Background: an optimization exercise with open tools, aiming at small area, a short achievable clock period and few clock cycles. Do not read the settings as production practice. Only simulation tests tie the RTL to the original design; equivalence was not proved. No activity file was given, so power comes from the tool's default toggle rates.

== willow ==
// bch_encoder
module bch_encoder(rst, clk, msg, bch_dataout, done);
    input rst;
    input clk;
    input [190:0] msg;
    output reg [254:0] bch_dataout;
    output reg done;
    wire x191; bch_xn u191(.a(msg[30]), .b(msg[121]), .y(x191));
    wire x192; bch_xn u192(.a(msg[52]), .b(msg[76]), .y(x192));
    wire x193; bch_xn u193(.a(msg[75]), .b(msg[80]), .y(x193));
    wire x194; bch_xn u194(.a(msg[73]), .b(msg[176]), .y(x194));
    wire x195; bch_xn u195(.a(msg[2]), .b(msg[136]), .y(x195));
    wire x196; bch_xn u196(.a(msg[174]), .b(msg[175]), .y(x196));
    wire x197; bch_xn u197(.a(msg[74]), .b(msg[177]), .y(x197));
    wire x198; bch_xn u198(.a(msg[51]), .b(msg[178]), .y(x198));
    wire x199; bch_xn u199(.a(msg[179]), .b(msg[190]), .y(x199));
    wire x200; bch_xn u200(.a(msg[63]), .b(msg[98]), .y(x200));
    wire x201; bch_xn u201(.a(msg[114]), .b(msg[122]), .y(x201));
    wire x202; bch_xn u202(.a(msg[106]), .b(msg[137]), .y(x202));
    wire x203; bch_xn u203(.a(msg[33]), .b(msg[138]), .y(x203));
    wire x204; bch_xn u204(.a(msg[10]), .b(msg[26]), .y(x204));
    wire x205; bch_xn u205(.a(msg[9]), .b(msg[25]), .y(x205));
    wire x206; bch_xn u206(.a(msg[48]), .b(msg[165]), .y(x206));
    wire x207; bch_xn u207(.a(msg[22]), .b(msg[44]), .y(x207));
    wire x208; bch_xn u208(.a(msg[5]), .b(msg[85]), .y(x208));
    wire x209; bch_xn u209(.a(msg[1]), .b(msg[135]), .y(x209));
    wire x210; bch_xn u210(.a(msg[0]), .b(msg[164]), .y(x210));
    wire x211; bch_xn u211(.a(msg[78]), .b(msg[84]), .y(x211));
    wire x212; bch_xn u212(.a(msg[32]), .b(msg[86]), .y(x212));
    wire x213; bch_xn u213(.a(msg[123]), .b(msg[128]), .y(x213));
    wire x214; bch_xn u214(.a(msg[139]), .b(msg[166]), .y(x214));
    wire x215; bch_xn u215(.a(msg[116]), .b(msg[185]), .y(x215));
    wire x216; bch_xn u216(.a(msg[124]), .b(msg[129]), .y(x216));
    wire x217; bch_xn u217(.a(msg[62]), .b(msg[97]), .y(x217));
    wire x218; bch_xn u218(.a(msg[61]), .b(msg[96]), .y(x218));
  ...
==> flow/config.mk <==
export PLATFORM = sky130hd
export DESIGN_NAME = bch_encoder
export DESIGN_NICKNAME = bch_encoder
export VERILOG_FILES = /design/flow/design.v
export SDC_FILE = /design/flow/constraint.sdc
export NUM_CORES = 4
export LEC_CHECK = 0
export CAP_MARGIN = 20
export CORE_MARGIN = 2
export CORE_UTILIZATION = 35
export SETUP_SLACK_MARGIN = 3.0
export SLEW_MARGIN = 20
export SYNTH_HIERARCHICAL = 1
export SYNTH_MINIMUM_KEEP_SIZE = 0
export TNS_END_PERCENT = 0
==> flow/constraint.sdc <==
create_clock -name core_clock -period 6.0 [get_ports {clk}]
set_input_delay 1.2000 -clock core_clock [delete_from_list [all_inputs] [get_ports {clk}]]
set_output_delay 1.2000 -clock core_clock [all_outputs]
set_load 0.01 [all_outputs]
standard.sh (not shown) runs the stock make flow with config.mk's settings and CLKGATE_MAP_FILE= SYNTH_SCRIPT=/design/flow/synth_recipe.tcl, a recipe that flattens the netlist after the stock synthesis.
==> flow/flow/run.sh <==
#!/bin/bash
# Standard ORFS layout (standard synthesis) with one change: every input port
# is buffered with buf_4 and every output port with buf_1 (global_place.tcl's
# one buffer_ports call becomes two, in a copy of ORFS's scripts), instead of
# the resizer's default pick for both.
# make's output goes to make_finish.log here; ORFS's own logs are under orfs/logs.
set -euo pipefail
here=$(pwd)
IBUF=sky130_fd_sc_hd__buf_4
OBUF=sky130_fd_sc_hd__buf_1
rm -rf scripts_bp; cp -r "$FLOW_HOME/scripts" scripts_bp
sed -i 's|^    buffer_ports {\*}\[env_var_or_empty BUFFER_PORTS_ARGS\]|    buffer_ports -inputs -buffer_cell '"$IBUF"'; buffer_ports -outputs -buffer_cell '"$OBUF"'|' scripts_bp/global_place.tcl
grep -q "buffer_ports -inputs" scripts_bp/global_place.tcl
bash standard.sh "SCRIPTS_DIR=$here/scripts_bp" finish > make_finish.log 2>&1
Testbench counts of willow, summed over its fixed seeds: cycles 480.
diff inputs: willow => juniper
-- flow/config.mk --
<<< willow, line 9
export CORE_MARGIN = 2
export CORE_UTILIZATION = 35
export SETUP_SLACK_MARGIN = 3.0
export SLEW_MARGIN = 20
export SYNTH_HIERARCHICAL = 1
export SYNTH_MINIMUM_KEEP_SIZE = 0
export TNS_END_PERCENT = 0
>>> juniper, line 9
export CORE_MARGIN = 2
export CORE_UTILIZATION = 35
export SETUP_SLACK_MARGIN = 2.75
export SLEW_MARGIN = 20
export SYNTH_HIERARCHICAL = 1
export SYNTH_MINIMUM_KEEP_SIZE = 0
## What came out
juniper was carried through to the last stage, and its layout satisfied the timing, design-rule and antenna checks. Re final critical-path share of the clock period: willow was lower than juniper. In juniper, register share of the cell area is higher than in willow. willow → juniper: number of antenna cells inserted climbed 1; critical path depth climbed 1; count of clock-buffer cells in the layout dropped 2.8%; met1 usage climbed 0.58 points. juniper vs willow: total power after layout down.
For lagoon, these inputs were changed with respect to juniper:
==> flow/flow/run.sh <==
#!/bin/bash
# Standard ORFS layout (standard synthesis) with one change: every input port
# is buffered with buf_4 and every output port with buf_1 (global_place.tcl's
# one buffer_ports call becomes two, in a copy of ORFS's scripts), instead of
# the resizer's default pick for both.
# Also: after global-route timing repair, gates off the critical paths are
# downsized again (ORFS's RECOVER_POWER step, with its repair_timing call
# patched to keep SETUP_SLACK_MARGIN as its setup margin).
# make's output goes to make_finish.log here; ORFS's own logs are under orfs/logs.
set -euo pipefail
here=$(pwd)
IBUF=sky130_fd_sc_hd__buf_4
OBUF=sky130_fd_sc_hd__buf_1
rm -rf scripts_bp; cp -r "$FLOW_HOME/scripts" scripts_bp
sed -i 's|^    buffer_ports {\*}\[env_var_or_empty BUFFER_PORTS_ARGS\]|    buffer_ports -inputs -buffer_cell '"$IBUF"'; buffer_ports -outputs -buffer_cell '"$OBUF"'|' scripts_bp/global_place.tcl
grep -q "buffer_ports -inputs" scripts_bp/global_place.tcl
sed -i 's|^  append_env_var additional_args RECOVER_POWER -recover_power 1|  append_env_var additional_args RECOVER_POWER -recover_power 1\n  append_env_var additional_args SETUP_SLACK_MARGIN -setup_margin 1|' scripts_bp/util.tcl
grep -q "SETUP_SLACK_MARGIN -setup_margin 1" scripts_bp/util.tcl
bash standard.sh "SCRIPTS_DIR=$here/scripts_bp" RECOVER_POWER=100 finish > make_finish.log 2>&1
-- flow/config.mk --
<<< juniper, line 9
export CORE_MARGIN = 2
export CORE_UTILIZATION = 35
export SETUP_SLACK_MARGIN = 2.75
export SLEW_MARGIN = 20
export SYNTH_HIERARCHICAL = 1
>>> lagoon, line 9
export CORE_MARGIN = 2
export CORE_UTILIZATION = 35
export SETUP_SLACK_MARGIN = 3.0
export SLEW_MARGIN = 20
export SYNTH_HIERARCHICAL = 1
[summary]
- Although it ran to completion, lagoon produced a layout that fails the final checks because of capacitance limit, slew limit.
- Re area of the die: no difference whatsoever between lagoon and juniper.
- Die width: lagoon vs juniper identical
- Delta(routed metal-1 wire length, lagoon - juniper) < 0
- Re post-synthesis cell count: no difference whatsoever between lagoon and juniper.
- Post-layout worst setup margin sits lower in lagoon than in juniper.
- Going from juniper to lagoon, area added between synthesis and finish climbed 15 points, half-perimeter wire length of the detailed placement result dropped 0.80%, transition time at the pin with the least slew margin climbed 2590 ps, number of slew-limit violations in the final report climbed 440.
For nickel, these inputs were changed with respect to lagoon:
==> flow/flow/run.sh <==
#!/bin/bash
# Standard ORFS layout (standard synthesis) with one change: every input port
# is buffered with buf_4 and every output port with buf_1 (global_place.tcl's
# one buffer_ports call becomes two, in a copy of ORFS's scripts), instead of
# the resizer's default pick for both.
# make's output goes to make_finish.log here; ORFS's own logs are under orfs/logs.
set -euo pipefail
here=$(pwd)
IBUF=sky130_fd_sc_hd__buf_4
OBUF=sky130_fd_sc_hd__buf_1
rm -rf scripts_bp; cp -r "$FLOW_HOME/scripts" scripts_bp
sed -i 's|^    buffer_ports {\*}\[env_var_or_empty BUFFER_PORTS_ARGS\]|    buffer_ports -inputs -buffer_cell '"$IBUF"'; buffer_ports -outputs -buffer_cell '"$OBUF"'|' scripts_bp/global_place.tcl
grep -q "buffer_ports -inputs" scripts_bp/global_place.tcl
bash standard.sh "SCRIPTS_DIR=$here/scripts_bp" finish > make_finish.log 2>&1
-- flow/config.mk --
<<< lagoon, line 9
export CORE_MARGIN = 2
export CORE_UTILIZATION = 35
export SETUP_SLACK_MARGIN = 3.0
export SLEW_MARGIN = 20
export SYNTH_HIERARCHICAL = 1
export SYNTH_MINIMUM_KEEP_SIZE = 0
>>> nickel, line 9
export CORE_MARGIN = 2
export CORE_UTILIZATION = 35
export SETUP_SLACK_MARGIN = 2.75
export SLEW_MARGIN = 20
export SYNTH_HIERARCHICAL = 1
export SYNTH_MINIMUM_KEEP_SIZE = 0
export TNS_END_PERCENT = 0
### Flow results
Status | nickel and lagoon | clean except lagoon
Via count down 1033 in nickel wrt lagoon
Compared with lagoon, nickel shows a lower longest individual stage delay on the worst path.
lagoon has a lower ratio of total power to cell area than nickel.
Of nickel and lagoon, the higher utilization after layout belongs to lagoon.
What garnet does differently from nickel at the input level:
==> flow/flow/run.sh <==
#!/bin/bash
# Standard ORFS layout (standard synthesis) with one change: every input port
# is buffered with buf_1 and every output port with buf_1 (global_place.tcl's
# one buffer_ports call becomes two, in a copy of ORFS's scripts), instead of
# the resizer's default pick for both.
# make's output goes to make_finish.log here; ORFS's own logs are under orfs/logs.
set -euo pipefail
here=$(pwd)
IBUF=sky130_fd_sc_hd__buf_1
OBUF=sky130_fd_sc_hd__buf_1
rm -rf scripts_bp; cp -r "$FLOW_HOME/scripts" scripts_bp
sed -i 's|^    buffer_ports {\*}\[env_var_or_empty BUFFER_PORTS_ARGS\]|    buffer_ports -inputs -buffer_cell '"$IBUF"'; buffer_ports -outputs -buffer_cell '"$OBUF"'|' scripts_bp/global_place.tcl
grep -q "buffer_ports -inputs" scripts_bp/global_place.tcl
bash standard.sh "SCRIPTS_DIR=$here/scripts_bp" finish > make_finish.log 2>&1
-- flow/config.mk --
<<< nickel, line 13
export SYNTH_HIERARCHICAL = 1
export SYNTH_MINIMUM_KEEP_SIZE = 0
export TNS_END_PERCENT = 0
>>> garnet, line 13
export SYNTH_HIERARCHICAL = 1
export SYNTH_MINIMUM_KEEP_SIZE = 0
In the tables for nickel and garnet, global-route usage reads lower with nickel.
nickel and garnet ended up with roughly the same sequential power.
When the final numbers for nickel and garnet were put side by side, the clock share of power turned out to be smaller in nickel.
garnet ended up with a higher non-clock buffer count than nickel did.
Compared with nickel, garnet shows a core utilization that is 5.2 points higher.
[compare] base=nickel new=garnet: buffer share of cell area rose by 2.3 points, power consumption picked up an extra about 6%.
Compared with nickel, in garnet placed instance count saw an increase, multi-input logic area now sits higher, number of sequential storage elements flat, critical path data arrival time has decreased.

## afterwards: timing with drivers on the ports
How much do the figures lean on ideal ports? The routed layouts below were timed once more, with nothing changed but the port constraints. Step 1: set_driving_cell puts a clkbuf_16 on clk and a buf_2 on each other input, an assumption about the parent block. Step 2 times the ports against the registers' clock, not the clock port: input delays grow and output delays shrink by t, the midpoint of the rising clock arrivals with the driver on. a / b / c = ideal / step 1 / step 2; a / b = the first two.
| run | shift t [ns] | slack for setup (ns) | worst hold slack (ns) | max-slew violations |
|---|---|---|---|---|
| willow | 0.680 | 2.775 / 2.815 / 2.135 | 0.712 / 0.668 / 1.028 | 0 / 0 |
| juniper | 0.694 | 2.517 / 2.559 / 1.866 | 0.707 / 0.662 / 0.934 | 0 / 0 |
| lagoon | 0.682 | 1.207 / 1.246 / 0.564 | 0.748 / 0.709 / 1.391 | 440 / 449 |
| nickel | 0.689 | 2.292 / 2.343 / 1.654 | 0.714 / 0.667 / 1.021 | 0 / 0 |
| garnet | 0.681 | 2.509 / 2.547 / 1.866 | 0.728 / 0.683 / 0.922 | 0 / 0 |
The drivers bring new slew violations in lagoon. For juniper, which loses most, drivers alone change the setup slack by +0.042 ns; drivers and shift together by -0.651 ns.
